From an optimization exercise on the open Yosys and OpenROAD flow, aimed at small area, a short achievable clock period and few clock cycles per item; shortcuts taken in it are not production practice.

==> 02-01 <==
## IntMul
module IntMul (
    input logic i_clk,                                       
    input logic i_nrst,                                      
    input logic i_ena,                                       
    input logic i_unsigned,                                  
    input logic i_hsu,                                       
    input logic i_high,                                      
    input logic i_rv32,                                      
    input logic [63:0] i_a1,                                 
    input logic [63:0] i_a2,                                 
    output logic [63:0] o_res,                               
    output logic o_valid                                     
);
wire sa = i_high & (i_hsu | ~i_unsigned);
wire sb = i_high & ~i_hsu & ~i_unsigned;
wire [65:0] xa = {sa & i_a1[63], sa & i_a1[63], i_a1};    
wire [66:0] xb = {sb & i_a2[63], sb & i_a2[63], i_a2, 1'b0};
wire [32:0] one, two, neg;
wire [65:0] pp [0:32];
genvar gj, gk;
generate for (gj = 0; gj < 33; gj++) begin: g_booth
    assign one[gj] = xb[2*gj+1] ^ xb[2*gj];
    assign two[gj] = (xb[2*gj+2] & ~xb[2*gj+1] & ~xb[2*gj]) | (~xb[2*gj+2] & xb[2*gj+1] & xb[2*gj]);
    assign neg[gj] = xb[2*gj+2];
    assign pp[gj][0] = (one[gj] & xa[0]) ^ neg[gj];
    for (gk = 1; gk < 66; gk++) begin: g_bit
        assign pp[gj][gk] = ((one[gj] & xa[gk]) | (two[gj] & xa[gk-1])) ^ neg[gj];
    end
end endgenerate
  ...
clock: 10.0 ns
lec_check: 0
abc_area: 1
cap_margin: 20
core_margin: 2
core_utilization: 45
slew_margin: 20
synth_hierarchical: 1
synth_minimum_keep_size: 0
run.sh (not shown) runs the stock make flow with config.mk's settings and CLKGATE_MAP_FILE= SYNTH_SCRIPT=/design/flow/synth_recipe.tcl, a recipe that flattens the netlist after the stock synthesis.
==> inputs of 08-14, as changes to 02-01 <==
--- a/flow/design.v
+++ b/flow/design.v
@@ -2116,19 +2116,25 @@
 mul_fa u_n4151 (.a(1'b1), .b(n3900), .c(n3901), .s(n4151), .co(n4152));
 mul_fa u_n4153 (.a(r_cs[493]), .b(n3902), .c(n3903), .s(n4153), .co(n4154));
 mul_fa u_n4155 (.a(1'b1), .b(n3904), .c(n3905), .s(n4155), .co(n4156));
 mul_fa u_n4157 (.a(r_cs[496]), .b(r_cs[497]), .c(n3906), .s(n4157), .co(n4158));
 wire [127:0] rs = {n4156, n4154, n4152, n4150, n4148, n4146, n4144, n4142, n4140, n4138, n4136, n4134, n4132, n4130, n4128, n4126, n4124, n4122, n4120, n4118, n4116, n4114, n4112, n4110, n4108, n4106, n4104, n4102, n4100, n4098, n4096, n4094, n4092, n4090, n4088, n4086, n4084, n4082, n4080, n4078, n4076, n4074, n4072, n4070, n4068, n4066, n4064, n4062, n4060, n4058, n4056, n4054, n4052, n4050, n4048, n4046, n4044, n4042, n4040, n4038, n4036, n4034, n4032, n4030, n4028, n4026, n4024, n4022, n4020, n4018, n4016, n4014, n4012, n4010, n4008, n4006, n4004, n4002, n4000, n3998, n3996, n3994, n3992, n3990, n3988, n3986, n3984, n3982, n3980, n3978, n3976, n3974, n3972, n3970, n3968, n3966, n3964, n3962, n3960, n3958, n3956, n3954, n3952, n3950, n3948, n3946, n3944, n3942, n3940, n3938, n3936, n3934, n3932, n3930, n3928, n3926, n3924, n3922, n3920, n3918, n3916, n3914, n3912, n3910, n3908, n3907, r_cs[2], r_cs[0]};
 wire [127:0] rc = {n4157, n4155, n4153, n4151, n4149, n4147, n4145, n4143, n4141, n4139, n4137, n4135, n4133, n4131, n4129, n4127, n4125, n4123, n4121, n4119, n4117, n4115, n4113, n4111, n4109, n4107, n4105, n4103, n4101, n4099, n4097, n4095, n4093, n4091, n4089, n4087, n4085, n4083, n4081, n4079, n4077, n4075, n4073, n4071, n4069, n4067, n4065, n4063, n4061, n4059, n4057, n4055, n4053, n4051, n4049, n4047, n4045, n4043, n4041, n4039, n4037, n4035, n4033, n4031, n4029, n4027, n4025, n4023, n4021, n4019, n4017, n4015, n4013, n4011, n4009, n4007, n4005, n4003, n4001, n3999, n3997, n3995, n3993, n3991, n3989, n3987, n3985, n3983, n3981, n3979, n3977, n3975, n3973, n3971, n3969, n3967, n3965, n3963, n3961, n3959, n3957, n3955, n3953, n3951, n3949, n3947, n3945, n3943, n3941, n3939, n3937, n3935, n3933, n3931, n3929, n3927, n3925, n3923, n3921, n3919, n3917, n3915, n3913, n3911, n3909, r_cs[5], 1'b0, r_cs[1]};
-wire [127:0] prod = rs + rc;
-wire e32 = r_sext & prod[31];
+wire [64:0] lo = {1'b0, rs[63:0]} + {1'b0, rc[63:0]};
+wire hi = r_high & ~r_rv32;
+wire [63:0] xs = hi ? rs[127:64] : rs[63:0];
+wire [63:0] xc = hi ? rc[127:64] : rc[63:0];
+wire cin = hi & lo[64];
+wire [64:0] sum1 = {xs, cin} + {xc, cin};
+wire [63:0] sum = sum1[64:1];
+wire e32 = r_sext & sum[31];
 always_comb begin
     if (r_rv32) begin
-        o_res = r_high ? {64{e32}} : {{32{e32}}, prod[31:0]};
+        o_res = r_high ? {64{e32}} : {{32{e32}}, sum[31:0]};
     end else begin
-        o_res = r_high ? prod[127:64] : prod[63:0];
+        o_res = sum;
     end
     o_valid = r_valid;
 end
 endmodule
 module mul_fa (input logic a, input logic b, input logic c, output logic s, output logic co);
     assign s = a ^ b ^ c;
Settings changed: CORE_UTILIZATION 45 to 55, SETUP_SLACK_MARGIN set to 3.5.
==> impl_metrics.ini <==
[cells_and_area]
finish.utilization_pct = 48.4
drive_gt1_share_pct = 5.67
n_all_inverters = 898

[placed_design]
dp_hpwl_um = 399000

[route]
met1_length_um = 188000
firstDrtPassIters = 17
wl_per_cell_um = 39.7

[critical_path]
path_cells = fa_1 -> fa_1 -> ha_1 -> nand2_1 -> nor2_1 -> nand2_1 -> nor2_1 -> a21oi_1 -> nand2_1 -> nand3_1 -> nand3_1 -> nor2_1 -> o21bai_1 -> clkdlybuf4s50_1
crit_family = simple AND/OR/NAND/NOR gates
crit_cells = 14
critPathCapture = o_res[30]

[sta]
setup_slack_ns = 1.70

[grt]
grt_max_degree = 66

[logic_synthesis]
synth_xor_area_share_pct = 17.3

[outcome]
status = no timing/DRC/antenna violations
# the run above: 02-01

==> impl_metrics.ini <==
[logic_synthesis]
synth_ff_type = dfxtp_1
synth_xor_area_share_pct = 19.2
ys_types = 52
syn_area_per_cell_um2 = 9.78
synth_simple_gate_area_share_pct = 4.33
ys_ff_latch = 502

[cells_and_area]
antenna_cells = 28
finalNonFillerCells = 11700
drive_gt1_share_pct = 9.43
finish.utilization_pct = 59.8
nNetsFinal = 11700
n_all_inverters = 252

[placed_design]
post-place-ws_ns = 1.22
dp_hpwl_um = 325000

[sta]
final-setup-viol-count = 0

[critical_path]
crit_family = adder cells
crit_cells = 30

[outcome]
status = no timing/DRC/antenna violations

[route]
wl_per_cell_um = 42.0
# the run above: 08-14

No run of this note included a check of the RTL's function; only the layout flow was run.

[re-timing with driven ports]
How much do the figures lean on ideal ports? The routed layouts below were timed once more, with nothing changed but the port constraints.
Step 1 assumes that a clkbuf_16 drives the clock port and a buf_2 every other input.
Step 2 also shifts input and output timing later by t, the mid clock arrival at the registers, as if the neighbouring blocks saw the same clock.
Three values: ideal, step 1, step 2; two values: the first two.
| run | t, ns | slack for setup (ns) | hold WS [ns] | worst setup path after step 2 |
|---|---|---|---|---|
| 02-01 | 0.851 | 1.698 / 1.599 / 1.919 | 1.654 / 1.578 / 2.429 | input to register |
| 08-14 | 0.825 | 2.101 / 2.006 / 2.591 | 1.622 / 1.559 / 2.383 | input to register |
After both steps setup and hold are still met in every run listed.
